From an optimization exercise on the open Yosys and OpenROAD flow, aimed at small area; shortcuts taken in it are not production practice.
Only simulation tests tie the RTL to the original design; equivalence was not proved.
Power figures rest on the tool's default switching activity, not on a simulated workload.

==> flow/bubble.py <==
#!/usr/bin/env python3
"""Remove inverters in a Yosys netlist of sky130hd cells by choosing polarities.

Two kinds of cells can give their output in either polarity:
- fa_1 is self-dual: FA(~a, ~b, ~c) = (~cout, ~sum), so a full adder can be
  computed on complemented inputs, giving complemented outputs, at no cost;
- a single-output gate that has a twin cell with the same inputs and the
  complemented function (nand2/and2, a21oi/a21o, xor2/xnor2, mux2/mux2i, ...)
  can be swapped for that twin, at the difference in area.
The pass picks a polarity for each such cell (simulated annealing on total
area), then rebuilds the inverters: at most one per signal that some pin needs
in the complement of the polarity its driver gives. Registers, ports and the
logic function at every register input and output port are unchanged.

usage: bubble.py IN.v OUT.v LIBERTY
"""
import itertools
import math
import random
import re
import sys

INV = re.compile(r"^sky130_fd_sc_hd__inv_\d+$")
FA = "sky130_fd_sc_hd__fa_1"
OUT_PINS = {"X", "Y", "Q", "Q_N", "SUM", "COUT", "HI", "LO"}
INV_AREA = 3.7536


def read_lib(path):
    t = open(path).read()
    cells = {}
    for m in re.finditer(r'\n    cell \("(sky130_fd_sc_hd__\w+)"\) \{(.*?)\n    \}', t, re.S):
        name, body = m.group(1), m.group(2)
        area = float(re.search(r"\barea : ([\d.]+)", body).group(1))
        ins = []
        outs = []
        for pn, pb in re.findall(r'\n        pin \("(\w+)"\) \{(.*?)\n        \}', body, re.S):
            d = re.search(r'direction : "(\w+)"', pb)
            f = re.search(r'\bfunction : "([^"]*)"', pb)
            if not d:
                continue
            if d.group(1) == "input":
                ins.append(pn)
            elif d.group(1) == "output":
                outs.append((pn, f.group(1) if f else None))
        seq = "ff (" in body or "latch (" in body
        cells[name] = {"area": area, "ins": sorted(ins), "outs": outs, "seq": seq,
                       "dont": "dont_use : true" in body}
    return cells


def truth(func, ins):
    e = func.replace("!", " not ").replace("&", " and ").replace("|", " or ").replace("^", " != ")
    tt = []
    for vals in itertools.product([False, True], repeat=len(ins)):
        env = dict(zip(ins, vals))
        tt.append(bool(eval(e, {}, env)))
    return tuple(tt)


def twins(cells):
    """cell -> (twin cell, twin output pin) with complemented function."""
    bykey = {}
    for n, c in cells.items():
        if c["seq"] or len(c["outs"]) != 1 or c["outs"][0][1] is None or not c["ins"]:
            continue
        if "lpflow" in n or "probe" in n or c["dont"]:
            continue
        if len(c["ins"]) > 6:
            continue
        c["tt"] = truth(c["outs"][0][1], c["ins"])
        bykey.setdefault((tuple(c["ins"]), c["tt"]), []).append(n)
    res = {}
    for n, c in cells.items():
        if "tt" not in c:
            continue
        comp = tuple(not v for v in c["tt"])
        cand = bykey.get((tuple(c["ins"]), comp), [])
        if cand:
            best = min(cand, key=lambda x: cells[x]["area"])
            res[n] = (best, cells[best]["outs"][0][0])
    return res


def parse(text):
    m = re.search(r"^\s*(sky130_fd_sc_hd__\w+)\s", text, re.M)
    head = text[:m.start()]
    body = text[m.start():]
    end = body.rindex("endmodule")
    tail = body[end:]
    body = body[:end]
    cells = []
    for cm in re.finditer(r"(sky130_fd_sc_hd__\w+)\s+(\S+)\s*\((.*?)\);", body, re.S):
        pins = []
        for pm in re.finditer(r"\.(\w+)\(\s*((?:\\\S+\s)|[^()\s]+)\s*\)", cm.group(3)):
            pins.append([pm.group(1), pm.group(2).strip()])
        cells.append({"type": cm.group(1), "name": cm.group(2), "pins": pins})
    return head, cells, tail


def fmt_net(n):
    return n + " " if n.startswith("\\") else n


def main():
    lib = read_lib(sys.argv[3])
    tw = twins(lib)
    text = open(sys.argv[1]).read()
    head, cells, tail = parse(text)
    outputs = set()
    for m in re.finditer(r"^\s*output\s+(\[(\d+):(\d+)\]\s*)?(\S+);", head, re.M):
        if m.group(1):
            for i in range(int(m.group(3)), int(m.group(2)) + 1):
                outputs.add("%s[%d]" % (m.group(4), i))
        else:
            outputs.add(m.group(4))

    inv_of = {}
    for c in cells:
        if INV.match(c["type"]):
            p = dict(c["pins"])
            inv_of[p["Y"]] = p["A"]

    def root(n):
        par = 0
        seen = 0
        while n in inv_of:
            n = inv_of[n]
            par ^= 1
            seen += 1
            assert seen < 1000
        return n, par

    for o in outputs:
        assert o not in inv_of, "output port driven by an inverter: " + o

    others = [c for c in cells if not INV.match(c["type"])]
    var = []          # list of cells
    var_cost = []     # area change when flipped
    out_var = {}      # output net -> var index
    for c in others:
        if c["type"] == FA:
            v = len(var)
            var.append(c)
            var_cost.append(0.0)
            for pin, net in c["pins"]:
                if pin in ("SUM", "COUT"):
                    out_var[net] = v
        elif c["type"] in tw:
            outs = [net for pin, net in c["pins"] if pin in OUT_PINS]
            if len(outs) != 1 or outs[0] in outputs:
                continue
            v = len(var)
            var.append(c)
            var_cost.append(lib[tw[c["type"]][0]]["area"] - lib[c["type"]]["area"])
            out_var[outs[0]] = v
    var_index = {id(c): i for i, c in enumerate(var)}
    is_fa = [c["type"] == FA for c in var]

    cons = []
    for c in others:
        for k, (pin, net) in enumerate(c["pins"]):
            if pin in OUT_PINS:
                continue
            r, par = root(net)
            cons.append((c, k, r, par))
    flip = [0] * len(var)

    def phi(r):
        i = out_var.get(r)
        return flip[i] if i is not None else 0

    cnt = {}
    pins_of_var = [[] for _ in var]
    for j, (c, k, r, par) in enumerate(cons):
        cnt.setdefault(r, [0, 0])
        cnt[r][par] += 1
        i = var_index.get(id(c))
        if i is not None and is_fa[i]:
            pins_of_var[i].append(j)
    for o in outputs:
        cnt.setdefault(o, [0, 0])
        cnt[o][0] += 1
    outs_of_var = [[] for _ in var]
    for net, i in out_var.items():
        outs_of_var[i].append(net)

    def cost(r):
        c = cnt.get(r)
        if not c:
            return 0.0
        return INV_AREA if c[1 - phi(r)] > 0 else 0.0

    def apply_flip(i):
        for j in pins_of_var[i]:
            c, k, r, par = cons[j]
            q = par ^ flip[i]
            cnt[r][q] -= 1
            cnt[r][q ^ 1] += 1
        flip[i] ^= 1

    def flip_delta(i):
        roots = set(outs_of_var[i])
        for j in pins_of_var[i]:
            roots.add(cons[j][2])
        before = sum(cost(r) for r in roots) + (var_cost[i] if flip[i] else 0.0)
        apply_flip(i)
        after = sum(cost(r) for r in roots) + (var_cost[i] if flip[i] else 0.0)
        apply_flip(i)
        return after - before

    def total():
        return sum(cost(r) for r in cnt) + sum(var_cost[i] for i in range(len(var)) if flip[i])

    total0 = total()
    rng = random.Random(1)
    cur = total0
    best = cur
    best_flip = list(flip)
    n_it = 300 * max(1, len(var))
    for it in range(n_it):
        temp = 5.0 * (0.05 / 5.0) ** (it / n_it)
        i = rng.randrange(len(var))
        d = flip_delta(i)
        if d <= 0 or rng.random() < math.exp(-d / temp):
            apply_flip(i)
            cur += d
            if cur < best - 1e-9:
                best = cur
                best_flip = list(flip)
    for i in range(len(var)):
        if flip[i] != best_flip[i]:
            apply_flip(i)
    for it in range(50):
        changed = 0
        for i in range(len(var)):
            if flip_delta(i) < -1e-9:
                apply_flip(i)
                changed += 1
        if not changed:
            break
    total1 = total()

    new_inv = {}
    for j, (c, k, r, par) in enumerate(cons):
        i = var_index.get(id(c))
        q = par ^ (flip[i] if (i is not None and is_fa[i]) else 0)
        if q != phi(r):
            if r not in new_inv:
                new_inv[r] = "_bpinv%d_" % len(new_inv)
            c["pins"][k][1] = new_inv[r]
        else:
            c["pins"][k][1] = r
    nswap = 0
    for i, c in enumerate(var):
        if flip[i] and not is_fa[i]:
            t, opin = tw[c["type"]]
            c["type"] = t
            for p in c["pins"]:
                if p[0] in OUT_PINS:
                    p[0] = opin
            nswap += 1
    for o in outputs:
        assert phi(o) == 0
    out = [head]
    out.append("".join("  wire %s;\n" % n for n in new_inv.values()))
    for c in others:
        out.append("  %s %s (\n%s\n  );\n" % (c["type"], fmt_net(c["name"]),
                   ",\n".join("    .%s(%s)" % (p, fmt_net(n)) for p, n in c["pins"])))
    for r, n in new_inv.items():
        out.append("  sky130_fd_sc_hd__inv_1 %s (\n    .A(%s),\n    .Y(%s)\n  );\n" % (
            n.replace("inv", "invc"), fmt_net(r), n))
    out.append(tail)
    open(sys.argv[2], "w").write("".join(out))
    ninv = sum(1 for c in cells if INV.match(c["type"]))
    nfa = sum(is_fa)
    print("bubble: %d fa (%d flipped), %d twin gates (%d swapped); inverters %d -> %d; area %+.1f" % (
        nfa, sum(f for f, a in zip(flip, is_fa) if a), len(var) - nfa, nswap, ninv, len(new_inv),
        total1 - total0 - 0.0))


if __name__ == "__main__":
    main()
==> flow/run.sh <==
#!/bin/bash
# Own flow: the standard synthesis, then a netlist pass that removes
# inverters by choosing the polarity of full adders and of gates that have an
# inverted twin cell (flow/bubble.py), then the standard layout with
# smaller port buffers and a clock tree without dummy loads.
set -euo pipefail
R=orfs/results/sky130hd/Full_Connect/base
LIB=$FLOW_HOME/platforms/sky130hd/lib/sky130_fd_sc_hd__tt_025C_1v80.lib
bash standard.sh synth > synth.log 2>&1
cp $R/1_2_yosys.v $R/1_2_yosys_std.v
python3 flow/bubble.py $R/1_2_yosys_std.v $R/1_2_yosys.v $LIB > bubble.log 2>&1
touch $R/1_2_yosys.v
bash standard.sh finish \
  "BUFFER_PORTS_ARGS=-buffer_cell sky130_fd_sc_hd__buf_1" \
  "CTS_ARGS=-sink_clustering_enable -repair_clock_nets -sink_clustering_size 20 -sink_clustering_max_diameter 60 -buf_list sky130_fd_sc_hd__clkbuf_16 -dont_use_dummy_load" \
  > finish.log 2>&1
==> standard.sh <==
#!/bin/bash
# synth_recipe.tcl (not shown) runs the flow's synth.tcl, then flattens the netlist and writes it again
# the make line also repeats each setting of config.mk as NAME=value (left out here)
make -C /OpenROAD-flow-scripts/flow DESIGN_CONFIG=/design/flow/config.mk WORK_HOME=/design/flow/orfs CLKGATE_MAP_FILE= SYNTH_SCRIPT=/design/flow/synth_recipe.tcl "${@:-finish}"
==> config.mk <==
export PLATFORM = sky130hd
export DESIGN_NAME = Full_Connect
export DESIGN_NICKNAME = Full_Connect
export VERILOG_FILES = /design/flow/design.v
export SDC_FILE = /design/flow/constraint.sdc
export NUM_CORES = 4
export LEC_CHECK = 0
export ABC_AREA = 1
export CAP_MARGIN = 20
export CORE_MARGIN = 2
export CORE_UTILIZATION = 78
export PLACE_DENSITY = 0.88
export SETUP_SLACK_MARGIN = 0.05
export SLEW_MARGIN = 20
==> design.v <==
module Fc_Lane (
    input clk,
    input rstn,
    input ena,
    input ena_add,
    input pv,
    input sel0,
    input sel1,
    input sel2,
    input hold_q,
    input [7:0] in_data,
    input [7:0] weight,
    input [7:0] bias,
    output [7:0] result
);
reg [7:0] d;
reg [7:0] w;
always @( posedge clk ) begin
    d <= in_data;
    w <= weight;
end
wire [7:0] dg = d & {8{pv}};
wire [7:0] bs = bias;
reg [23:0] acc;
reg [23:0] b;
reg [23:0] r;
reg [7:0] q;
reg [7:0] s1;
reg [7:0] s2;
wire [23:0] acc_n;
wire [23:0] b_n;
wire [7:0] q_n;
    wire pp0 = dg[0] & w[0];
    wire pp1 = dg[0] & w[1];
    wire pp2 = dg[0] & w[2];
    wire pp3 = dg[0] & w[3];
    wire pp4 = dg[0] & w[4];
    wire pp5 = dg[0] & w[5];
    wire pp6 = dg[0] & w[6];
    wire pn7 = ~(dg[0] & w[7]);
    wire pp8 = dg[1] & w[0];
    wire pp9 = dg[1] & w[1];
    wire pp10 = dg[1] & w[2];
    wire pp11 = dg[1] & w[3];
    wire pp12 = dg[1] & w[4];
    wire pp13 = dg[1] & w[5];
    wire pp14 = dg[1] & w[6];
    wire pn15 = ~(dg[1] & w[7]);
    wire pp16 = dg[2] & w[0];
    wire pp17 = dg[2] & w[1];
    wire pp18 = dg[2] & w[2];
    wire pp19 = dg[2] & w[3];
    wire pp20 = dg[2] & w[4];
    wire pp21 = dg[2] & w[5];
    wire pp22 = dg[2] & w[6];
    wire pn23 = ~(dg[2] & w[7]);
    wire pp24 = dg[3] & w[0];
    wire pp25 = dg[3] & w[1];
    wire pp26 = dg[3] & w[2];
    wire pp27 = dg[3] & w[3];
    wire pp28 = dg[3] & w[4];
    wire pp29 = dg[3] & w[5];
    wire pp30 = dg[3] & w[6];
    wire pn31 = ~(dg[3] & w[7]);
    wire pp32 = dg[4] & w[0];
    wire pp33 = dg[4] & w[1];
    wire pp34 = dg[4] & w[2];
    wire pp35 = dg[4] & w[3];
    wire pp36 = dg[4] & w[4];
    wire pp37 = dg[4] & w[5];
    wire pp38 = dg[4] & w[6];
    wire pn39 = ~(dg[4] & w[7]);
    wire pp40 = dg[5] & w[0];
    wire pp41 = dg[5] & w[1];
    wire pp42 = dg[5] & w[2];
    wire pp43 = dg[5] & w[3];
    wire pp44 = dg[5] & w[4];
    wire pp45 = dg[5] & w[5];
    wire pp46 = dg[5] & w[6];
    wire pn47 = ~(dg[5] & w[7]);
    wire pp48 = dg[6] & w[0];
    wire pp49 = dg[6] & w[1];
    wire pp50 = dg[6] & w[2];
    wire pp51 = dg[6] & w[3];
    wire pp52 = dg[6] & w[4];
    wire pp53 = dg[6] & w[5];
    wire pp54 = dg[6] & w[6];
    wire pn55 = ~(dg[6] & w[7]);
    wire pp56 = dg[7] & w[0];
    wire pp57 = dg[7] & w[1];
    wire pp58 = dg[7] & w[2];
    wire pp59 = dg[7] & w[3];
    wire pp60 = dg[7] & w[4];
    wire pp61 = dg[7] & w[5];
    wire pp62 = dg[7] & w[6];
    wire pn63 = ~(dg[7] & w[7]);
    wire ag64 = acc[0] & ena_add;
    wire ag65 = acc[1] & ena_add;
    wire ag66 = acc[2] & ena_add;
    wire ag67 = acc[3] & ena_add;
    wire ag68 = acc[4] & ena_add;
    wire ag69 = acc[5] & ena_add;
    wire ag70 = acc[6] & ena_add;
    wire ag71 = acc[7] & ena_add;
    wire ag72 = acc[8] & ena_add;
    wire ag73 = acc[9] & ena_add;
    wire ag74 = acc[10] & ena_add;
    wire ag75 = acc[11] & ena_add;
    wire ag76 = acc[12] & ena_add;
    wire ag77 = acc[13] & ena_add;
    wire ag78 = acc[14] & ena_add;
    wire ag79 = acc[15] & ena_add;
    wire ag80 = acc[16] & ena_add;
    wire ag81 = acc[17] & ena_add;
    wire ag82 = acc[18] & ena_add;
    wire ag83 = acc[19] & ena_add;
    wire ag84 = acc[20] & ena_add;
    wire ag85 = acc[21] & ena_add;
    wire ag86 = acc[22] & ena_add;
    wire ag87 = acc[23] & ena_add;
    wire s88 = 1'b1 ^ pn7;
    wire c89 = 1'b1 & pn7;
    wire s90 = pp12 ^ pp19;
    wire c91 = pp12 & pp19;
    wire s92 = pp13 ^ pp20 ^ pp27;
    wire c93 = (pp13 & pp20) | (pp27 & (pp13 ^ pp20));
    wire s94 = pp34 ^ pp41;
    wire c95 = pp34 & pp41;
    wire s96 = pp14 ^ pp21 ^ pp28;
    wire c97 = (pp14 & pp21) | (pp28 & (pp14 ^ pp21));
    wire s98 = pp35 ^ pp42 ^ pp49;
    wire c99 = (pp35 & pp42) | (pp49 & (pp35 ^ pp42));
    wire s100 = pp56 ^ s88;
    wire c101 = pp56 & s88;
    wire s102 = pn15 ^ pp22 ^ pp29;
    wire c103 = (pn15 & pp22) | (pp29 & (pn15 ^ pp22));
    wire s104 = pp36 ^ pp43 ^ pp50;
    wire c105 = (pp36 & pp43) | (pp50 & (pp36 ^ pp43));
    wire s106 = pp57 ^ c89 ^ ag72;
    wire c107 = (pp57 & c89) | (ag72 & (pp57 ^ c89));
    wire s108 = pn23 ^ pp30 ^ pp37;
    wire c109 = (pn23 & pp30) | (pp37 & (pn23 ^ pp30));
    wire s110 = pp44 ^ pp51 ^ pp58;
    wire c111 = (pp44 & pp51) | (pp58 & (pp44 ^ pp51));
    wire s112 = pn31 ^ pp38 ^ pp45;
    wire c113 = (pn31 & pp38) | (pp45 & (pn31 ^ pp38));
    wire s114 = pp10 ^ pp17;
    wire c115 = pp10 & pp17;
    wire s116 = pp11 ^ pp18 ^ pp25;
    wire c117 = (pp11 & pp18) | (pp25 & (pp11 ^ pp18));
    wire s118 = pp32 ^ pp4;
    wire c119 = pp32 & pp4;
    wire s120 = pp26 ^ pp33 ^ pp40;
    wire c121 = (pp26 & pp33) | (pp40 & (pp26 ^ pp33));
    wire s122 = pp5 ^ s90 ^ ag69;
    wire c123 = (pp5 & s90) | (ag69 & (pp5 ^ s90));
    wire s124 = pp48 ^ pp6 ^ c91;
    wire c125 = (pp48 & pp6) | (c91 & (pp48 ^ pp6));
    wire s126 = s94 ^ s92 ^ ag70;
    wire c127 = (s94 & s92) | (ag70 & (s94 ^ s92));
    wire s128 = c95 ^ c93 ^ s96;
    wire c129 = (c95 & c93) | (s96 & (c95 ^ c93));
    wire s130 = s98 ^ s100 ^ ag71;
    wire c131 = (s98 & s100) | (ag71 & (s98 ^ s100));
    wire s132 = c97 ^ c99 ^ s102;
    wire c133 = (c97 & c99) | (s102 & (c97 ^ c99));
    wire s134 = s104 ^ c101 ^ s106;
    wire c135 = (s104 & c101) | (s106 & (s104 ^ c101));
    wire s136 = c103 ^ c105 ^ s108;
    wire c137 = (c103 & c105) | (s108 & (c103 ^ c105));
    wire s138 = s110 ^ ag73 ^ c107;
    wire c139 = (s110 & ag73) | (c107 & (s110 ^ ag73));
    wire s140 = pp52 ^ pp59 ^ c109;
    wire c141 = (pp52 & pp59) | (c109 & (pp52 ^ pp59));
    wire s142 = c111 ^ s112 ^ ag74;
    wire c143 = (c111 & s112) | (ag74 & (c111 ^ s112));
    wire s144 = pn39 ^ pp46 ^ pp53;
    wire c145 = (pn39 & pp46) | (pp53 & (pn39 ^ pp46));
    wire s146 = pp60 ^ c113 ^ ag75;
    wire c147 = (pp60 & c113) | (ag75 & (pp60 ^ c113));
    wire s148 = pn47 ^ pp54 ^ pp61;
    wire c149 = (pn47 & pp54) | (pp61 & (pn47 ^ pp54));
    wire s150 = pp16 ^ pp2;
    wire c151 = pp16 & pp2;
    wire s152 = pp24 ^ pp3 ^ s114;
    wire c153 = (pp24 & pp3) | (s114 & (pp24 ^ pp3));
    wire s154 = c115 ^ s118 ^ s116;
    wire c155 = (c115 & s118) | (s116 & (c115 ^ s118));
    wire s156 = c119 ^ c117 ^ s120;
    wire c157 = (c119 & c117) | (s120 & (c119 ^ c117));
    wire s158 = c121 ^ s124 ^ c123;
    wire c159 = (c121 & s124) | (c123 & (c121 ^ s124));
    wire s160 = c125 ^ s128 ^ c127;
    wire c161 = (c125 & s128) | (c127 & (c125 ^ s128));
    wire s162 = c129 ^ s132 ^ c131;
    wire c163 = (c129 & s132) | (c131 & (c129 ^ s132));
    wire s164 = c133 ^ s136 ^ c135;
    wire c165 = (c133 & s136) | (c135 & (c133 ^ s136));
    wire s166 = c137 ^ s140 ^ s142;
    wire c167 = (c137 & s140) | (s142 & (c137 ^ s140));
    wire s168 = s144 ^ c141 ^ c143;
    wire c169 = (s144 & c141) | (c143 & (s144 ^ c141));
    wire s170 = c145 ^ s148 ^ ag76;
    wire c171 = (c145 & s148) | (ag76 & (c145 ^ s148));
    wire s172 = pn55 ^ pp62 ^ c149;
    wire c173 = (pn55 & pp62) | (c149 & (pn55 ^ pp62));
    wire s174 = pp1 ^ pp8;
    wire c175 = pp1 & pp8;
    wire s176 = pp9 ^ s150 ^ ag66;
    wire c177 = (pp9 & s150) | (ag66 & (pp9 ^ s150));
    wire s178 = c151 ^ s152 ^ ag67;
    wire c179 = (c151 & s152) | (ag67 & (c151 ^ s152));
    wire s180 = c153 ^ s154 ^ ag68;
    wire c181 = (c153 & s154) | (ag68 & (c153 ^ s154));
    wire s182 = c155 ^ s156 ^ s122;
    wire c183 = (c155 & s156) | (s122 & (c155 ^ s156));
    wire s184 = c157 ^ s126 ^ s158;
    wire c185 = (c157 & s126) | (s158 & (c157 ^ s126));
    wire s186 = s130 ^ c159 ^ s160;
    wire c187 = (s130 & c159) | (s160 & (s130 ^ c159));
    wire s188 = c161 ^ s162 ^ s134;
    wire c189 = (c161 & s162) | (s134 & (c161 ^ s162));
    wire s190 = c163 ^ s138 ^ s164;
    wire c191 = (c163 & s138) | (s164 & (c163 ^ s138));
    wire s192 = c139 ^ s166 ^ c165;
    wire c193 = (c139 & s166) | (c165 & (c139 ^ s166));
    wire s194 = s146 ^ c167 ^ s168;
    wire c195 = (s146 & c167) | (s168 & (s146 ^ c167));
    wire s196 = c147 ^ s170 ^ c169;
    wire c197 = (c147 & s170) | (c169 & (c147 ^ s170));
    wire s198 = s172 ^ ag77 ^ c171;
    wire c199 = (s172 & ag77) | (c171 & (s172 ^ ag77));
    wire s200 = pn63 ^ c173 ^ ag78;
    wire c201 = (pn63 & c173) | (ag78 & (pn63 ^ c173));
    wire s202 = 1'b1 ^ ag79;
    wire c203 = 1'b1 & ag79;
    wire s204 = 1'b1 ^ ag80;
    wire c205 = 1'b1 & ag80;
    wire s206 = 1'b1 ^ ag81;
    wire c207 = 1'b1 & ag81;
    wire s208 = 1'b1 ^ ag82;
    wire c209 = 1'b1 & ag82;
    wire s210 = 1'b1 ^ ag83;
    wire c211 = 1'b1 & ag83;
    wire s212 = 1'b1 ^ ag84;
    wire c213 = 1'b1 & ag84;
    wire s214 = 1'b1 ^ ag85;
    wire c215 = 1'b1 & ag85;
    wire s216 = 1'b1 ^ ag86;
    wire c217 = 1'b1 & ag86;
    wire s218 = 1'b1 ^ ag87;
    wire c219 = 1'b1 & ag87;
    wire s220 = pp0 ^ ag64;
    wire c221 = pp0 & ag64;
    wire s222 = s174 ^ ag65;
    wire c223 = s174 & ag65;
    wire s224 = c175 ^ s176;
    wire c225 = c175 & s176;
    wire s226 = c177 ^ s178;
    wire c227 = c177 & s178;
    wire s228 = c179 ^ s180;
    wire c229 = c179 & s180;
    wire s230 = c181 ^ s182;
    wire c231 = c181 & s182;
    wire s232 = c183 ^ s184;
    wire c233 = c183 & s184;
    wire s234 = c185 ^ s186;
    wire c235 = c185 & s186;
    wire s236 = c187 ^ s188;
    wire c237 = c187 & s188;
    wire s238 = c189 ^ s190;
    wire c239 = c189 & s190;
    wire s240 = c191 ^ s192;
    wire c241 = c191 & s192;
    wire s242 = c193 ^ s194;
    wire c243 = c193 & s194;
    wire s244 = c195 ^ s196;
    wire c245 = c195 & s196;
    wire s246 = c197 ^ s198;
    wire c247 = c197 & s198;
    wire s248 = c199 ^ s200;
    wire c249 = c199 & s200;
    wire s250 = c201 ^ s202;
    wire c251 = c201 & s202;
    wire s252 = c203 ^ s204;
    wire c253 = c203 & s204;
    wire s254 = c205 ^ s206;
    wire c255 = c205 & s206;
    wire s256 = c207 ^ s208;
    wire c257 = c207 & s208;
    wire s258 = c209 ^ s210;
    wire c259 = c209 & s210;
    wire s260 = c211 ^ s212;
    wire c261 = c211 & s212;
    wire s262 = c213 ^ s214;
    wire c263 = c213 & s214;
    wire s264 = c215 ^ s216;
    wire c265 = c215 & s216;
    wire s266 = c217 ^ s218;
    wire c267 = c217 & s218;
    wire g268 = c223 | (s222 & c221);
    wire p269 = s222 & s220;
    wire g270 = c227 | (s226 & c225);
    wire p271 = s226 & s224;
    wire g272 = c231 | (s230 & c229);
    wire p273 = s230 & s228;
    wire g274 = c235 | (s234 & c233);
    wire p275 = s234 & s232;
    wire g276 = c239 | (s238 & c237);
    wire p277 = s238 & s236;
    wire g278 = c243 | (s242 & c241);
    wire p279 = s242 & s240;
    wire g280 = c247 | (s246 & c245);
    wire p281 = s246 & s244;
    wire g282 = c251 | (s250 & c249);
    wire p283 = s250 & s248;
    wire g284 = c255 | (s254 & c253);
    wire p285 = s254 & s252;
    wire g286 = c259 | (s258 & c257);
    wire p287 = s258 & s256;
    wire g288 = c263 | (s262 & c261);
    wire p289 = s262 & s260;
    wire g290 = c267 | (s266 & c265);
    wire p291 = s266 & s264;
    wire g292 = g270 | (p271 & g268);
    wire p293 = p271 & p269;
    wire g294 = g274 | (p275 & g272);
    wire p295 = p275 & p273;
    wire g296 = g278 | (p279 & g276);
    wire p297 = p279 & p277;
    wire g298 = g282 | (p283 & g280);
    wire p299 = p283 & p281;
    wire g300 = g286 | (p287 & g284);
    wire p301 = p287 & p285;
    wire g302 = g290 | (p291 & g288);
    wire p303 = p291 & p289;
    wire g304 = g294 | (p295 & g292);
    wire p305 = p295 & p293;
    wire g306 = g298 | (p299 & g296);
    wire p307 = p299 & p297;
    wire g308 = g302 | (p303 & g300);
    wire p309 = p303 & p301;
    wire g310 = g306 | (p307 & g304);
    wire p311 = p307 & p305;
    wire g312 = g308 | (p309 & g310);
    wire p313 = p309 & p311;
    wire g314 = g296 | (p297 & g304);
    wire p315 = p297 & p305;
    wire g316 = g300 | (p301 & g310);
    wire p317 = p301 & p311;
    wire g318 = g272 | (p273 & g292);
    wire p319 = p273 & p293;
    wire g320 = g276 | (p277 & g304);
    wire p321 = p277 & p305;
    wire g322 = g280 | (p281 & g314);
    wire p323 = p281 & p315;
    wire g324 = g284 | (p285 & g310);
    wire p325 = p285 & p311;
    wire g326 = g288 | (p289 & g316);
    wire p327 = p289 & p317;
    wire g328 = c225 | (s224 & g268);
    wire p329 = s224 & p269;
    wire g330 = c229 | (s228 & g292);
    wire p331 = s228 & p293;
    wire g332 = c233 | (s232 & g318);
    wire p333 = s232 & p319;
    wire g334 = c237 | (s236 & g304);
    wire p335 = s236 & p305;
    wire g336 = c241 | (s240 & g320);
    wire p337 = s240 & p321;
    wire g338 = c245 | (s244 & g314);
    wire p339 = s244 & p315;
    wire g340 = c249 | (s248 & g322);
    wire p341 = s248 & p323;
    wire g342 = c253 | (s252 & g310);
    wire p343 = s252 & p311;
    wire g344 = c257 | (s256 & g324);
    wire p345 = s256 & p325;
    wire g346 = c261 | (s260 & g316);
    wire p347 = s260 & p317;
    wire g348 = c265 | (s264 & g326);
    wire p349 = s264 & p327;
    wire s350 = s222 ^ c221;
    wire s351 = s224 ^ g268;
    wire s352 = s226 ^ g328;
    wire s353 = s228 ^ g292;
    wire s354 = s230 ^ g330;
    wire s355 = s232 ^ g318;
    wire s356 = s234 ^ g332;
    wire s357 = s236 ^ g304;
    wire s358 = s238 ^ g334;
    wire s359 = s240 ^ g320;
    wire s360 = s242 ^ g336;
    wire s361 = s244 ^ g314;
    wire s362 = s246 ^ g338;
    wire s363 = s248 ^ g322;
    wire s364 = s250 ^ g340;
    wire s365 = s252 ^ g310;
    wire s366 = s254 ^ g342;
    wire s367 = s256 ^ g324;
    wire s368 = s258 ^ g344;
    wire s369 = s260 ^ g316;
    wire s370 = s262 ^ g346;
    wire s371 = s264 ^ g326;
    wire s372 = s266 ^ g348;
    assign acc_n = {s372, s371, s370, s369, s368, s367, s366, s365, s364, s363, s362, s361, s360, s359, s358, s357, s356, s355, s354, s353, s352, s351, s350, s220};
    wire s373 = acc[0] ^ bs[0];
    wire c374 = acc[0] & bs[0];
    wire s375 = acc[1] ^ bs[1];
    wire c376 = acc[1] & bs[1];
    wire s377 = acc[2] ^ bs[2];
    wire c378 = acc[2] & bs[2];
    wire s379 = acc[3] ^ bs[3];
    wire c380 = acc[3] & bs[3];
    wire s381 = acc[4] ^ bs[4];
    wire c382 = acc[4] & bs[4];
    wire s383 = acc[5] ^ bs[5];
    wire c384 = acc[5] & bs[5];
    wire s385 = acc[6] ^ bs[6];
    wire c386 = acc[6] & bs[6];
    wire s387 = acc[7] ^ bs[7];
    wire c388 = acc[7] & bs[7];
    wire g389 = c376 | (s375 & c374);
    wire p390 = s375 & s373;
    wire g391 = c380 | (s379 & c378);
    wire p392 = s379 & s377;
    wire g393 = c384 | (s383 & c382);
    wire p394 = s383 & s381;
    wire g395 = c388 | (s387 & c386);
    wire p396 = s387 & s385;
    wire g397 = c378 | (s377 & g389);
    wire p398 = s377 & p390;
    wire g399 = g391 | (p392 & g389);
    wire p400 = p392 & p390;
    wire g401 = c386 | (s385 & g393);
    wire p402 = s385 & p394;
    wire g403 = g395 | (p396 & g393);
    wire p404 = p396 & p394;
    wire g405 = c382 | (s381 & g399);
    wire p406 = s381 & p400;
    wire g407 = g393 | (p394 & g399);
    wire p408 = p394 & p400;
    wire g409 = g401 | (p402 & g399);
    wire p410 = p402 & p400;
    wire g411 = g403 | (p404 & g399);
    wire p412 = p404 & p400;
    wire s413 = s375 ^ c374;
    wire s414 = s377 ^ g389;
    wire s415 = s379 ^ g397;
    wire s416 = s381 ^ g399;
    wire s417 = s383 ^ g405;
    wire s418 = s385 ^ g407;
    wire s419 = s387 ^ g409;
    wire inc420 = g411 & ~bs[7];
    wire dec421 = ~g411 & bs[7];
    wire s422 = acc[8] ^ (inc420 | dec421);
    wire s423 = acc[9] ^ ((inc420 & acc[8]) | (dec421 & ~acc[8]));
    wire on424 = acc[8] & acc[9];
    wire ze425 = ~acc[8] & ~acc[9];
    wire s426 = acc[10] ^ ((inc420 & on424) | (dec421 & ze425));
    wire on427 = on424 & acc[10];
    wire ze428 = ze425 & ~acc[10];
    wire s429 = acc[11] ^ ((inc420 & on427) | (dec421 & ze428));
    wire on430 = on427 & acc[11];
    wire ze431 = ze428 & ~acc[11];
    wire s432 = acc[12] ^ ((inc420 & on430) | (dec421 & ze431));
    wire on433 = on430 & acc[12];
    wire ze434 = ze431 & ~acc[12];
    wire s435 = acc[13] ^ ((inc420 & on433) | (dec421 & ze434));
    wire on436 = on433 & acc[13];
    wire ze437 = ze434 & ~acc[13];
    wire s438 = acc[14] ^ ((inc420 & on436) | (dec421 & ze437));
    wire on439 = on436 & acc[14];
    wire ze440 = ze437 & ~acc[14];
    wire s441 = acc[15] ^ ((inc420 & on439) | (dec421 & ze440));
    wire on442 = on439 & acc[15];
    wire ze443 = ze440 & ~acc[15];
    wire s444 = acc[16] ^ ((inc420 & on442) | (dec421 & ze443));
    wire on445 = on442 & acc[16];
    wire ze446 = ze443 & ~acc[16];
    wire s447 = acc[17] ^ ((inc420 & on445) | (dec421 & ze446));
    wire on448 = on445 & acc[17];
    wire ze449 = ze446 & ~acc[17];
    wire s450 = acc[18] ^ ((inc420 & on448) | (dec421 & ze449));
    wire on451 = on448 & acc[18];
    wire ze452 = ze449 & ~acc[18];
    wire s453 = acc[19] ^ ((inc420 & on451) | (dec421 & ze452));
    wire on454 = on451 & acc[19];
    wire ze455 = ze452 & ~acc[19];
    wire s456 = acc[20] ^ ((inc420 & on454) | (dec421 & ze455));
    wire on457 = on454 & acc[20];
    wire ze458 = ze455 & ~acc[20];
    wire s459 = acc[21] ^ ((inc420 & on457) | (dec421 & ze458));
    wire on460 = on457 & acc[21];
    wire ze461 = ze458 & ~acc[21];
    wire s462 = acc[22] ^ ((inc420 & on460) | (dec421 & ze461));
    wire on463 = on460 & acc[22];
    wire ze464 = ze461 & ~acc[22];
    wire s465 = acc[23] ^ ((inc420 & on463) | (dec421 & ze464));
    wire on466 = on463 & acc[23];
    wire ze467 = ze464 & ~acc[23];
    assign b_n = {s465, s462, s459, s456, s453, s450, s447, s444, s441, s438, s435, s432, s429, s426, s423, s422, s419, s418, s417, s416, s415, s414, s413, s373};
    wire m468 = sel0 & r[0];
    wire m469 = (sel0 & r[0]);
    wire m470 = sel0 & r[1];
    wire m471 = (sel0 & r[1]);
    wire m472 = sel0 & r[2];
    wire m473 = (sel0 & r[2]) | (sel1 & r[0]);
    wire m474 = sel0 & r[3];
    wire m475 = (sel1 & r[0]);
    wire m476 = (sel0 & r[3]) | (sel1 & r[1]);
    wire m477 = sel0 & r[4];
    wire m478 = (sel1 & r[1]) | (sel2 & r[0]);
    wire m479 = (sel0 & r[4]) | (sel1 & r[2]);
    wire m480 = sel0 & r[5];
    wire m481 = (sel0 & r[0]) | (sel1 & r[2]) | (sel2 & r[1]);
    wire m482 = (sel0 & r[5]) | (sel1 & r[3]);
    wire m483 = sel0 & r[6];
    wire m484 = (sel0 & r[1]) | (sel1 & r[3]) | (sel2 & r[2]);
    wire m485 = (sel0 & r[6]) | (sel1 & r[4]);
    wire m486 = sel0 & r[7];
    wire m487 = (sel0 & r[2]) | (sel1 & r[4]) | (sel2 & r[3]);
    wire m488 = (sel0 & r[7]) | (sel1 & r[5]);
    wire m489 = sel0 & r[8];
    wire m490 = (sel0 & r[3]) | (sel1 & r[5]) | (sel2 & r[4]);
    wire m491 = (sel0 & r[8]) | (sel1 & r[6]);
    wire m492 = sel0 & r[9];
    wire m493 = (sel0 & r[4]) | (sel1 & r[6]) | (sel2 & r[5]);
    wire m494 = (sel0 & r[9]) | (sel1 & r[7]);
    wire m495 = sel0 & r[10];
    wire m496 = (sel0 & r[5]) | (sel1 & r[7]) | (sel2 & r[6]);
    wire m497 = (sel0 & r[10]) | (sel1 & r[8]);
    wire m498 = sel0 & r[11];
    wire m499 = (sel0 & r[6]) | (sel1 & r[8]) | (sel2 & r[7]);
    wire m500 = (sel0 & r[11]) | (sel1 & r[9]);
    wire m501 = sel0 & r[12];
    wire m502 = (sel0 & r[7]) | (sel1 & r[9]) | (sel2 & r[8]);
    wire m503 = (sel0 & r[12]) | (sel1 & r[10]);
    wire m504 = sel0 & r[13];
    wire m505 = (sel0 & r[8]) | (sel1 & r[10]) | (sel2 & r[9]);
    wire m506 = (sel0 & r[13]) | (sel1 & r[11]);
    wire m507 = sel0 & r[14];
    wire m508 = (sel0 & r[9]) | (sel1 & r[11]) | (sel2 & r[10]);
    wire m509 = (sel0 & r[14]) | (sel1 & r[12]);
    wire m510 = sel0 & r[15];
    wire m511 = (sel0 & r[10]) | (sel1 & r[12]) | (sel2 & r[11]);
    wire m512 = (sel0 & r[15]) | (sel1 & r[13]);
    wire m513 = sel0 & r[16];
    wire m514 = (sel0 & r[11]) | (sel1 & r[13]) | (sel2 & r[12]);
    wire m515 = (sel0 & r[16]) | (sel1 & r[14]);
    wire m516 = sel0 & r[17];
    wire m517 = (sel0 & r[12]) | (sel1 & r[14]) | (sel2 & r[13]);
    wire m518 = (sel0 & r[17]) | (sel1 & r[15]);
    wire m519 = sel0 & r[18];
    wire m520 = (sel0 & r[13]) | (sel1 & r[15]) | (sel2 & r[14]);
    wire m521 = (sel0 & r[18]) | (sel1 & r[16]);
    wire m522 = sel0 & r[19];
    wire m523 = (sel0 & r[14]) | (sel1 & r[16]) | (sel2 & r[15]);
    wire m524 = (sel0 & r[19]) | (sel1 & r[17]);
    wire m525 = sel0 & r[20];
    wire m526 = (sel0 & r[15]) | (sel1 & r[17]) | (sel2 & r[16]);
    wire m527 = (sel0 & r[20]) | (sel1 & r[18]);
    wire m528 = sel0 & r[21];
    wire m529 = (sel0 & r[16]) | (sel1 & r[18]) | (sel2 & r[17]);
    wire m530 = (sel0 & r[21]) | (sel1 & r[19]);
    wire m531 = sel0 & r[22];
    wire m532 = (sel0 & r[17]) | (sel1 & r[19]) | (sel2 & r[18]);
    wire m533 = (sel0 & r[22]) | (sel1 & r[20]);
    wire s534 = r[0] ^ r[5];
    wire c535 = r[0] & r[5];
    wire s536 = r[1] ^ r[6] ^ m487;
    wire c537 = (r[1] & r[6]) | (m487 & (r[1] ^ r[6]));
    wire s538 = r[2] ^ r[7] ^ m490;
    wire c539 = (r[2] & r[7]) | (m490 & (r[2] ^ r[7]));
    wire s540 = r[3] ^ r[8] ^ m493;
    wire c541 = (r[3] & r[8]) | (m493 & (r[3] ^ r[8]));
    wire s542 = r[4] ^ r[9] ^ m496;
    wire c543 = (r[4] & r[9]) | (m496 & (r[4] ^ r[9]));
    wire s544 = r[10] ^ r[5] ^ m499;
    wire c545 = (r[10] & r[5]) | (m499 & (r[10] ^ r[5]));
    wire s546 = r[11] ^ r[6] ^ m502;
    wire c547 = (r[11] & r[6]) | (m502 & (r[11] ^ r[6]));
    wire s548 = r[12] ^ r[7] ^ m505;
    wire c549 = (r[12] & r[7]) | (m505 & (r[12] ^ r[7]));
    wire s550 = 1'b1 ^ r[13] ^ r[8];
    wire c551 = (1'b1 & r[13]) | (r[8] & (1'b1 ^ r[13]));
    wire s552 = m508 ^ m509;
    wire c553 = m508 & m509;
    wire s554 = r[14] ^ r[9] ^ m511;
    wire c555 = (r[14] & r[9]) | (m511 & (r[14] ^ r[9]));
    wire s556 = m512 ^ m513;
    wire c557 = m512 & m513;
    wire s558 = r[10] ^ r[15] ^ m514;
    wire c559 = (r[10] & r[15]) | (m514 & (r[10] ^ r[15]));
    wire s560 = m515 ^ m516;
    wire c561 = m515 & m516;
    wire s562 = r[11] ^ r[16] ^ m517;
    wire c563 = (r[11] & r[16]) | (m517 & (r[11] ^ r[16]));
    wire s564 = m518 ^ m519;
    wire c565 = m518 & m519;
    wire s566 = r[12] ^ r[17] ^ m520;
    wire c567 = (r[12] & r[17]) | (m520 & (r[12] ^ r[17]));
    wire s568 = m521 ^ m522;
    wire c569 = m521 & m522;
    wire s570 = r[13] ^ r[18] ^ m523;
    wire c571 = (r[13] & r[18]) | (m523 & (r[13] ^ r[18]));
    wire s572 = m524 ^ m525;
    wire c573 = m524 & m525;
    wire s574 = r[14] ^ r[19] ^ m526;
    wire c575 = (r[14] & r[19]) | (m526 & (r[14] ^ r[19]));
    wire s576 = m527 ^ m528;
    wire c577 = m527 & m528;
    wire s578 = r[15] ^ r[20] ^ m529;
    wire c579 = (r[15] & r[20]) | (m529 & (r[15] ^ r[20]));
    wire s580 = m530 ^ m531;
    wire c581 = m530 & m531;
    wire s582 = r[16] ^ r[21] ^ m532;
    wire c583 = (r[16] & r[21]) | (m532 & (r[16] ^ r[21]));
    wire s584 = r[2] ^ m475;
    wire c585 = r[2] & m475;
    wire s586 = r[3] ^ m478 ^ m479;
    wire c587 = (r[3] & m478) | (m479 & (r[3] ^ m478));
    wire s588 = r[4] ^ m481 ^ m482;
    wire c589 = (r[4] & m481) | (m482 & (r[4] ^ m481));
    wire s590 = s534 ^ m484 ^ m485;
    wire c591 = (s534 & m484) | (m485 & (s534 ^ m484));
    wire s592 = c535 ^ m488 ^ m489;
    wire c593 = (c535 & m488) | (m489 & (c535 ^ m488));
    wire s594 = m491 ^ m492 ^ c537;
    wire c595 = (m491 & m492) | (c537 & (m491 ^ m492));
    wire s596 = m494 ^ m495 ^ c539;
    wire c597 = (m494 & m495) | (c539 & (m494 ^ m495));
    wire s598 = m497 ^ m498 ^ c541;
    wire c599 = (m497 & m498) | (c541 & (m497 ^ m498));
    wire s600 = m500 ^ m501 ^ c543;
    wire c601 = (m500 & m501) | (c543 & (m500 ^ m501));
    wire s602 = m503 ^ m504 ^ c545;
    wire c603 = (m503 & m504) | (c545 & (m503 ^ m504));
    wire s604 = m506 ^ m507 ^ c547;
    wire c605 = (m506 & m507) | (c547 & (m506 ^ m507));
    wire s606 = s550 ^ m510 ^ s552;
    wire c607 = (s550 & m510) | (s552 & (s550 ^ m510));
    wire s608 = c551 ^ c553 ^ s556;
    wire c609 = (c551 & c553) | (s556 & (c551 ^ c553));
    wire s610 = c557 ^ s560 ^ c555;
    wire c611 = (c557 & s560) | (c555 & (c557 ^ s560));
    wire s612 = c561 ^ s564 ^ c559;
    wire c613 = (c561 & s564) | (c559 & (c561 ^ s564));
    wire s614 = c565 ^ s568 ^ c563;
    wire c615 = (c565 & s568) | (c563 & (c565 ^ s568));
    wire s616 = c569 ^ s572 ^ c567;
    wire c617 = (c569 & s572) | (c567 & (c569 ^ s572));
    wire s618 = c573 ^ s576 ^ c571;
    wire c619 = (c573 & s576) | (c571 & (c573 ^ s576));
    wire s620 = c577 ^ s580 ^ c575;
    wire c621 = (c577 & s580) | (c575 & (c577 ^ s580));
    wire s622 = m533 ^ c581 ^ c579;
    wire c623 = (m533 & c581) | (c579 & (m533 ^ c581));
    wire s624 = r[0] ^ m471;
    wire c625 = r[0] & m471;
    wire s626 = r[1] ^ m473 ^ m474;
    wire c627 = (r[1] & m473) | (m474 & (r[1] ^ m473));
    wire s628 = m476 ^ m477 ^ s584;
    wire c629 = (m476 & m477) | (s584 & (m476 ^ m477));
    wire s630 = m480 ^ c585 ^ s586;
    wire c631 = (m480 & c585) | (s586 & (m480 ^ c585));
    wire s632 = m483 ^ c587 ^ s588;
    wire c633 = (m483 & c587) | (s588 & (m483 ^ c587));
    wire s634 = m486 ^ c589 ^ s590;
    wire c635 = (m486 & c589) | (s590 & (m486 ^ c589));
    wire s636 = c591 ^ s536 ^ s592;
    wire c637 = (c591 & s536) | (s592 & (c591 ^ s536));
    wire s638 = c593 ^ s538 ^ s594;
    wire c639 = (c593 & s538) | (s594 & (c593 ^ s538));
    wire s640 = s540 ^ c595 ^ s596;
    wire c641 = (s540 & c595) | (s596 & (s540 ^ c595));
    wire s642 = s542 ^ c597 ^ s598;
    wire c643 = (s542 & c597) | (s598 & (s542 ^ c597));
    wire s644 = s544 ^ c599 ^ s600;
    wire c645 = (s544 & c599) | (s600 & (s544 ^ c599));
    wire s646 = s546 ^ c601 ^ s602;
    wire c647 = (s546 & c601) | (s602 & (s546 ^ c601));
    wire s648 = s548 ^ c603 ^ s604;
    wire c649 = (s548 & c603) | (s604 & (s548 ^ c603));
    wire s650 = c549 ^ s606 ^ c605;
    wire c651 = (c549 & s606) | (c605 & (c549 ^ s606));
    wire s652 = s554 ^ c607 ^ s608;
    wire c653 = (s554 & c607) | (s608 & (s554 ^ c607));
    wire s654 = s558 ^ c609 ^ s610;
    wire c655 = (s558 & c609) | (s610 & (s558 ^ c609));
    wire s656 = s562 ^ c611 ^ s612;
    wire c657 = (s562 & c611) | (s612 & (s562 ^ c611));
    wire s658 = s566 ^ c613 ^ s614;
    wire c659 = (s566 & c613) | (s614 & (s566 ^ c613));
    wire s660 = s570 ^ c615 ^ s616;
    wire c661 = (s570 & c615) | (s616 & (s570 ^ c615));
    wire s662 = s574 ^ c617 ^ s618;
    wire c663 = (s574 & c617) | (s618 & (s574 ^ c617));
    wire s664 = s578 ^ c619 ^ s620;
    wire c665 = (s578 & c619) | (s620 & (s578 ^ c619));
    wire s666 = s582 ^ c621 ^ s622;
    wire c667 = (s582 & c621) | (s622 & (s582 ^ c621));
    wire s668 = m469 ^ m470;
    wire c669 = m469 & m470;
    wire s670 = s624 ^ m472 ^ c669;
    wire c671 = (s624 & m472) | (c669 & (s624 ^ m472));
    wire s672 = c625 ^ s626 ^ c671;
    wire c673 = (c625 & s626) | (c671 & (c625 ^ s626));
    wire s674 = c627 ^ s628 ^ c673;
    wire c675 = (c627 & s628) | (c673 & (c627 ^ s628));
    wire s676 = c629 ^ s630 ^ c675;
    wire c677 = (c629 & s630) | (c675 & (c629 ^ s630));
    wire s678 = c631 ^ s632 ^ c677;
    wire c679 = (c631 & s632) | (c677 & (c631 ^ s632));
    wire s680 = c633 ^ s634 ^ c679;
    wire c681 = (c633 & s634) | (c679 & (c633 ^ s634));
    wire s682 = c635 ^ s636;
    wire c683 = c635 & s636;
    wire s684 = c637 ^ s638;
    wire c685 = c637 & s638;
    wire s686 = c639 ^ s640;
    wire c687 = c639 & s640;
    wire s688 = c641 ^ s642;
    wire c689 = c641 & s642;
    wire s690 = c643 ^ s644;
    wire c691 = c643 & s644;
    wire s692 = c645 ^ s646;
    wire c693 = c645 & s646;
    wire s694 = c647 ^ s648;
    wire c695 = c647 & s648;
    wire s696 = c649 ^ s650;
    wire c697 = c649 & s650;
    wire s698 = c651 ^ s652;
    wire c699 = c651 & s652;
    wire s700 = c653 ^ s654;
    wire c701 = c653 & s654;
    wire s702 = c655 ^ s656;
    wire c703 = c655 & s656;
    wire s704 = c657 ^ s658;
    wire c705 = c657 & s658;
    wire s706 = c659 ^ s660;
    wire c707 = c659 & s660;
    wire s708 = c661 ^ s662;
    wire c709 = c661 & s662;
    wire s710 = c663 ^ s664;
    wire c711 = c663 & s664;
    wire s712 = c665 ^ s666;
    wire c713 = c665 & s666;
    wire g714 = c683 | (s682 & c681);
    wire g715 = c685 | (s684 & g714);
    wire p716 = s684 & s682;
    wire g717 = c689 | (s688 & c687);
    wire p718 = s688 & s686;
    wire g719 = c693 | (s692 & c691);
    wire p720 = s692 & s690;
    wire g721 = c697 | (s696 & c695);
    wire p722 = s696 & s694;
    wire g723 = c701 | (s700 & c699);
    wire p724 = s700 & s698;
    wire g725 = c705 | (s704 & c703);
    wire p726 = s704 & s702;
    wire g727 = c709 | (s708 & c707);
    wire p728 = s708 & s706;
    wire g729 = c713 | (s712 & c711);
    wire p730 = s712 & s710;
    wire g731 = g717 | (p718 & g715);
    wire p732 = p718 & p716;
    wire g733 = g721 | (p722 & g719);
    wire p734 = p722 & p720;
    wire g735 = g725 | (p726 & g723);
    wire p736 = p726 & p724;
    wire g737 = g729 | (p730 & g727);
    wire p738 = p730 & p728;
    wire g739 = g733 | (p734 & g731);
    wire p740 = p734 & p732;
    wire g741 = g737 | (p738 & g735);
    wire p742 = p738 & p736;
    wire g743 = g741 | (p742 & g739);
    wire p744 = p742 & p740;
    wire g745 = g735 | (p736 & g739);
    wire p746 = p736 & p740;
    wire g747 = g719 | (p720 & g731);
    wire p748 = p720 & p732;
    wire g749 = g723 | (p724 & g739);
    wire p750 = p724 & p740;
    wire g751 = g727 | (p728 & g745);
    wire p752 = p728 & p746;
    wire g753 = c687 | (s686 & g715);
    wire p754 = s686 & p716;
    wire g755 = c691 | (s690 & g731);
    wire p756 = s690 & p732;
    wire g757 = c695 | (s694 & g747);
    wire p758 = s694 & p748;
    wire g759 = c699 | (s698 & g739);
    wire p760 = s698 & p740;
    wire g761 = c703 | (s702 & g749);
    wire p762 = s702 & p750;
    wire g763 = c707 | (s706 & g745);
    wire p764 = s706 & p746;
    wire g765 = c711 | (s710 & g751);
    wire p766 = s710 & p752;
    wire s767 = s682 ^ c681;
    wire s768 = s684 ^ g714;
    wire s769 = s686 ^ g715;
    wire s770 = s688 ^ g753;
    wire s771 = s690 ^ g731;
    wire s772 = s692 ^ g755;
    wire s773 = s694 ^ g747;
    wire s774 = s696 ^ g757;
    wire s775 = s698 ^ g739;
    wire s776 = s700 ^ g759;
    wire s777 = s702 ^ g749;
    wire s778 = s704 ^ g761;
    wire s779 = s706 ^ g745;
    wire s780 = s708 ^ g763;
    wire s781 = s710 ^ g751;
    wire s782 = s712 ^ g765;
    assign q_n = {s782, s781, s780, s779, s778, s777, s776, s775} & {8{~r[23]}};
always @( posedge clk or negedge rstn ) begin
    if ( !rstn ) acc <= '0;
    else acc <= acc_n;
end
always @( posedge clk or negedge rstn ) begin
    if ( !rstn ) begin
        b <= '0;
        r <= '0;
        q <= '0;
        s1 <= '0;
        s2 <= '0;
    end
    else if ( ena ) begin
        b <= b_n;
        r <= b;
        if ( !hold_q ) q <= q_n;
        s1 <= q;
        s2 <= s1;
    end
end
assign result = s2;
endmodule
module Full_Connect #
(
parameter BITWIDTH = 8,
parameter BITWIDTH_CAL = 24,
parameter NUM_PARA = 8
)
(
input clk,
input rstn,
input ena,
input ena_add,
input [1:0] select,
input [ NUM_PARA*BITWIDTH - 1 : 0 ] in_data,  
input [ NUM_PARA*BITWIDTH - 1 : 0 ] weight,  
input [ NUM_PARA*BITWIDTH - 1 : 0 ] bias,  
output [ NUM_PARA*BITWIDTH - 1 : 0 ] result  
);
reg pv;
always @( posedge clk or negedge rstn ) begin
    if ( !rstn ) pv <= 1'b0;
    else pv <= ena;
end
wire sel0 = ~select[1] & ~select[0];
wire sel1 = select[0];
wire sel2 = select[1];
wire hold_q = select[1] & select[0];
genvar i;
generate
for ( i = 0; i < NUM_PARA; i = i + 1 ) begin : lane
    Fc_Lane u (
        .clk(clk), .rstn(rstn), .ena(ena), .ena_add(ena_add), .pv(pv),
        .sel0(sel0), .sel1(sel1), .sel2(sel2), .hold_q(hold_q),
        .in_data(in_data[i*8 +: 8]), .weight(weight[i*8 +: 8]), .bias(bias[i*8 +: 8]),
        .result(result[i*8 +: 8])
    );
end
endgenerate
endmodule
==> constraint.sdc <==
create_clock -name core_clock -period 6.0 [get_ports {clk}]
set_input_delay 1.2000 -clock core_clock [delete_from_list [all_inputs] [get_ports {clk}]]
set_output_delay 1.2000 -clock core_clock [all_outputs]
set_load 0.01 [all_outputs]
==> results of run 1 <==
==> layout make-up <==
class                           instances  area share
Clock buffer                           84      0.0273
Sequential cell                       897       0.283
Multi-Input combinational cell       5516       0.597
Antenna cell                            8    0.000260
Inverter                              985      0.0482
Timing Repair Buffer                  346      0.0246
Tap cell                             1186      0.0193
==> timing repair <==
action | 4_1_cts | 5_1_grt
setup buffers | 0 | 1
setup endpoints to repair | 1 | 26
gates resized for setup | 1 | 27
cloned | 0 | 1
==> sequential cells by signal (all words and copies together), names as in the netlist <==
name	flops
lane.u.d	64
lane.u.b	192
lane.u.w	64
lane.u.s1	64
lane.u.q	64
lane.u.r	192
lane.u.s2	64
lane.u.acc	192
pv	1
==> metrics by stage <==
step / area (µm²) / utilization
3_3_place_gp: 74700 / 0.815
3_5_place_dp: 74700 / 0.815
5_1_grt: 76900 / 0.839
4_1_cts: 76800 / 0.838
6_report: 77000 / 0.840
2_1_floorplan: 72200 / -
==> layer usage <==
metal / track usage / vias up
met4: 0.123 / 8
li1: - / 24400
met1: 0.578 / 27200
met3: 0.0981 / 476
met2: 0.611 / 2785
met5: 0 / -
==> where the power goes <==
| part | total (mW) | switching, mW | internal (mW) | leakage, nW |
|---|---|---|---|---|
| combinational | 27.9 | 15.8 | 12.1 | 28.5 |
| sequential | 10.6 | 2.25 | 8.35 | 10.5 |
| clock | 4.65 | 2.20 | 2.45 | 1.04 |
| total | 43.1 | 20.3 | 22.9 | 40.0 |
==> path summary, 6_finish.rpt <==
path	from	end	depth (start not counted)
max in group asynchronous	rstn	lane[5].u.q[1]	2
setup / recovery	pv	lane[0].u.acc[23]	19
min in group asynchronous	rstn	lane[4].u.acc[2]	1
hold / removal	lane[4].u.q[5]	lane[4].u.s1[5]	2
setup reg to reg	pv	lane[0].u.acc[23]	19
hold reg to reg	lane[4].u.q[5]	lane[4].u.s1[5]	2
==> worst min-delay path, stage by stage (launching register included) <==
cell	delay (ps)
dfrtp_1	340
nand2_1	50
o21ai_0	60
==> metrics.yaml, run 1 <==
status: "no timing/DRC/antenna violations"
hold_path_class: "register to register"
die_area_um2: 95000
netlist_area_um2: 72200
tns_ps: 0
cts_buffers: 84
initial_core_util: 0.788
route.met2.wl_um: 83300
drive_gt1_frac: 0.0345
cts_max_level: 3
ant_nets: 0
multi_input_area_um2: 45900
grt-ovfl-total: 0
cp_top_family: "adder cells"
final_common_cell: "nand2_1"
avgSynthCellArea_um2: 9.48
drt_pass1_iterations: 9
dp_hpwl_um: 143000
layout_common_cells: "1,561 x nand2_1, 980 x inv_1, 960 x fa_1"
drc: 0
p_per_area_nw_per_um2: 561
worstSkewPairLatency_ps: 690
crit_buf_inv: 3
setup.worst_path.end_class: "register"
fin_nets: 9532
clk_pin_slew_ps: 80
viasPerCell: 6.08
seq_area_um2: 21800
ir_drop_mv: 0.432
fin_skew_ps: 75.3
fp.dieH_um: 308
postCtsHoldBufs: 0
power_mw: 43.1
setup_ws_ps: 165
cp.required_ps: 6510
grt_pass1_vias: 57000
tritoncts: "yes"
track_usage: 0.401
totalWireLength_um: 185000
std_cell_rows: 111
crit_arrival_ps: 6350
fin_cells: 9022
finalMaxSlewViolations: 0
max_freq_mhz: 171
startpoint_type: "register"
area.growth.synth_to_final_pct: 6.59
grt_start_max_net_pins: 228
yosysWarnings: 2
tightest_slew_ps: 1060
maxCapViolCount: 0
synth_nets: 9319
wl_met1_um: 75600
slew_headroom: 0.296
grt_pass1_wl_um: 297000
path_cells: "buf_12 > nand2_1 > nor2_1 > fa_1 > inv_1 > fa_1 > fa_1 > fa_1 > ha_1 > nand4_1 > o21ai_2 > nand3_1 > o21ai_0 > buf_4 > nand4_1 > o211ai_1 > a31oi_1 > fa_1 > xor2_1"
critPathMaxStageDelay_ps: 610
rsz0062_at_grt: "yes"
reg2reg_slack_ps: 170
vias: 54900
p_leak_nw: 40.0
cts.sinks: 897
drtIter0Drc: 6168
wl_per_cell_um: 20.5
root_buffer: "clkbuf_16"
syn_inst: 7617
fill_cells: 5341
wl_met3_um: 19400
top_layer_used: "met5"
antenna_found_initial: 14
coreArea_um2: 91700
hold-worst-slack_ps: 451
crit_path_frequent_cell: "fa_1"
crit_slowest_cell: "fa_1"
clk_path_buf_depth: 3
hold_viol_final: 0
fp.dieW_um: 308
critPathMaxFanout: 25
period_share: 0.972
placed_cells: 8928
min_period_ps: 5830
path_class: "register to register"
setup_viol: 0
dp_slack_ps: -252
ios: 262
routabilityCongestion: 0.985
io_buffers: 261
==> run 2: changes to the inputs <==
--- a/config.mk
+++ b/config.mk
@@ -10,4 +10,4 @@
 export CORE_MARGIN = 2
-export CORE_UTILIZATION = 78
-export PLACE_DENSITY = 0.88
+export CORE_UTILIZATION = 60
+export PLACE_DENSITY = 0.7
 export SETUP_SLACK_MARGIN = 0.05
==> metrics.yaml, run 2 <==
path_class: "register to register"
routabilityCongestion: 0.924  # -6.2%
netlist_area_um2: 72200  # unchanged
root_buffer: "clkbuf_16"
initial_core_util: 0.603  # -0.184
viasPerCell: 5.45  # -10%
vias: 51700  # -5.7%
worstSkewPairLatency_ps: 710  # +20 ps
startpoint_type: "register"
crit_slowest_cell: "fa_1"
grt_pass1_vias: 53000  # -6.9%
seq_power_share: 0.249  # +0.003
p_leak_nw: 40.3  # +0.65%
pwr-share-comb: 0.635  # -0.011
tightest_slew_ps: 986  # -70.3 ps
dp_hpwl_um: 140000  # -1.9%
placed_cells: 9388  # +5.2%
critPathMaxFanout: 28  # +12%
cp.required_ps: 6560  # +50 ps
critPathMaxStageDelay_ps: 540  # -70 ps
period_share: 0.944  # -0.0284
totalWireLength_um: 176000  # -4.8%
grt_start_max_net_pins: 225  # -1.3%
slew_headroom: 0.343  # +0.0469
ant_nets: 0  # unchanged
antenna_found_initial: 9  # -5
crit_path_frequent_cell: "nand2_1"
hold_viol_final: 0  # unchanged
yosysWarnings: 2  # unchanged
fin_util: 0.651  # -0.188
ios: 262  # unchanged
crit_buf_inv: 1  # -2
fin_cells: 9484  # +5.1%
hold_path_class: "register to register"
dp_slack_ps: -46.6  # +205 ps
min_period_ps: 5660  # -170 ps
die_area_um2: 123000  # +30%
drt_pass1_iterations: 5  # -4
setup.worst_path.end_class: "register"
track_usage: 0.295  # -0.106
p_per_area_nw_per_um2: 542  # -3.4%
power_mw: 42.2  # -2.2%
final_common_cell: "nand2_1"
syn_inst: 7617  # unchanged
cp_top_family: "adder cells"
rsz0062_at_grt: "yes"
status: "no timing/DRC/antenna violations"
clk_path_buf_depth: 3  # unchanged
ir_drop_mv: 0.317  # -27%
std_cell_rows: 127  # +14%
grt-ovfl-total: 0  # unchanged
cts_buffers: 90  # +7.1%
drc: 0  # unchanged
finalMaxSlewViolations: 0  # unchanged
power.switching_mw: 19.2  # -5.0%
tritoncts: "yes"
p_int_mw: 23.0  # +0.38%
wl_per_cell_um: 18.5  # -9.4%
setup_ws_ps: 336  # +170 ps
fp.dieW_um: 351  # +14%
area.growth.synth_to_final_pct: 7.92
avgSynthCellArea_um2: 9.48  # unchanged
power_frac_clock: 0.116  # +0.008
reg.largest.list: "lane.u.acc: 192 flops, lane.u.b: 192 flops, lane.u.r: 192 flops"
path_cells: "buf_12 > nand2_1 > nor2_1 > fa_1 > fa_1 > fa_1 > fa_1 > ha_1 > and2_0 > nand2_1 > nand2_1 > a41oi_1 > o21ai_0 > nand3_1 > nand2_1 > nand3_1 > nand2_1 > nand3_1 > nand2_1 > a21o_1 > a31oi_1 > fa_1 > xor2_1"
layout_common_cells: "1,571 x nand2_1, 980 x inv_1, 960 x fa_1"
drtIter0Drc: 3883  # -37%
setup_viol: 0  # unchanged
cts_max_level: 3  # unchanged
design_area_um2: 77900  # +1.3%
fp.dieH_um: 351  # +14%
grt_pass1_wl_um: 285000  # -4.3%
coreArea_um2: 120000  # +31%
max_freq_mhz: 177  # +3.0%
synth_nets: 9319  # unchanged
maxCapViolCount: 0  # unchanged
cts.sinks: 897  # unchanged
fin_nets: 9572  # +0.42%
place_area_um2: 75600  # +1.2%
drive_gt1_frac: 0.0374  # +0.00287
io_buffers: 261  # unchanged
crit_arrival_ps: 6220  # -130 ps
fin_skew_ps: 44.0  # -31.3 ps
p_sw_frac: 0.456  # -0.0137
clk_pin_slew_ps: 70  # about the same
-- run 2: cell types whose count changed in the layout (fill, tap and decap cells not counted), moves of 3 or more --
cell / delta
nand2_2: -10
diode_2: -4
nand2_1: +10
clkbuf_16: +6
buf_12: +7
o21ai_2: -3
buf_4: +27
-- run 2: final timing paths --
kind,from,end,slack (ps),cells past startpoint
setup / recovery,pv,lane[7].u.acc[23],340,23
hold / removal,lane[5].u.q[2],lane[5].u.s1[2],450,2
setup reg to reg,pv,lane[7].u.acc[23],340,23
hold reg to reg,lane[5].u.q[2],lane[5].u.s1[2],450,2
max in group asynchronous,rstn,lane[1].u.r[10],4020,3
min in group asynchronous,rstn,lane[4].u.acc[4],560,1
-- run 2: metrics by stage --
step	hold slack (ps)	setup TNS (ps)
CTS	457	0
detailed placement	457	-88.7
finish	451	0
global route	482	0
global placement	454	0
floorplan	435	0
-- run 2: metal layers --
metal	global-route usage	part of all wire	vias to the layer above
li1	-	-	24500
met1	0.452	0.47	25600
met2	0.427	0.43	1416
met3	0.0642	0.077	208
met4	0.0711	0.021	6
met5	0	0.00026	-
-- run 2: power by group through the flow --
stage,sequential (mW),clock [mW],combinational [mW]
finish,10.5,4.88,26.8
global route,10.8,5.22,31.1
CTS,10.5,4.99,27.0
detailed placement,10.6,0,26.8
global placement,10.5,0,25.6
floorplan,9.83,0,20.3
-- run 2: worst reg2reg max path: cells and delay by family, from the launching register on --
| family | cells | cell delay (ps) |
|---|---|---|
| AO/OA/AOI/OAI | 4 | 650 |
| XOR/XNOR | 1 | 170 |
| adder cells (fa/ha/maj) | 6 | 2640 |
| buffers and inverters | 1 | 200 |
| flip-flops | 1 | 400 |
| AND/OR/NAND/NOR | 11 | 1480 |
-- run 2: area by class of cell --
class	instances	area (µm²)
Sequential cell	897	21800
Clock buffer	90	2250
Timing Repair Buffer	380	2230
Multi-Input combinational cell	5516	45900
Antenna cell	4	10.0
Tap cell	1612	2020
Fill cell	9836	41700
Inverter	985	3710
-- run 2: repair_timing --
item / CTS / global route
resized for setup: 0 / 8
setup buffers: 0 / 1
setup endpoints to repair: 0 / 18
hold buffers: 0 / 0

==> port drivers added, routing unchanged <==
No port has a modelled driver above. Below, the same layouts with a new extraction and two added sets of constraints.
Step 1: set_driving_cell puts a clkbuf_16 on clk and a buf_2 on each other input, an assumption about the parent block.
Step 2 times the ports against the registers' clock, not the clock port: input delays grow and output delays shrink by t, the midpoint of the rising clock arrivals with the driver on.
Slacks: ideal ports / drivers / drivers and shift; pairs: ideal ports / drivers.
| run | t (ns) | setup slack, ns | slew at the worst register clock pin (ns) | worst data-port slew with drivers (ns) |
|---|---|---|---|---|
| run 1 | 0.735 | 0.165 / 0.165 / -0.246 | 0.08 / 0.08 | 0.14 |
| run 2 | 0.756 | 0.336 / 0.336 / -0.078 | 0.08 / 0.08 | 0.10 |
Met with ideal ports but missed after step 2: setup timing in run 1 and run 2. For run 2, which loses most, drivers alone change the setup slack by 0.000 ns; drivers and shift together by -0.414 ns.
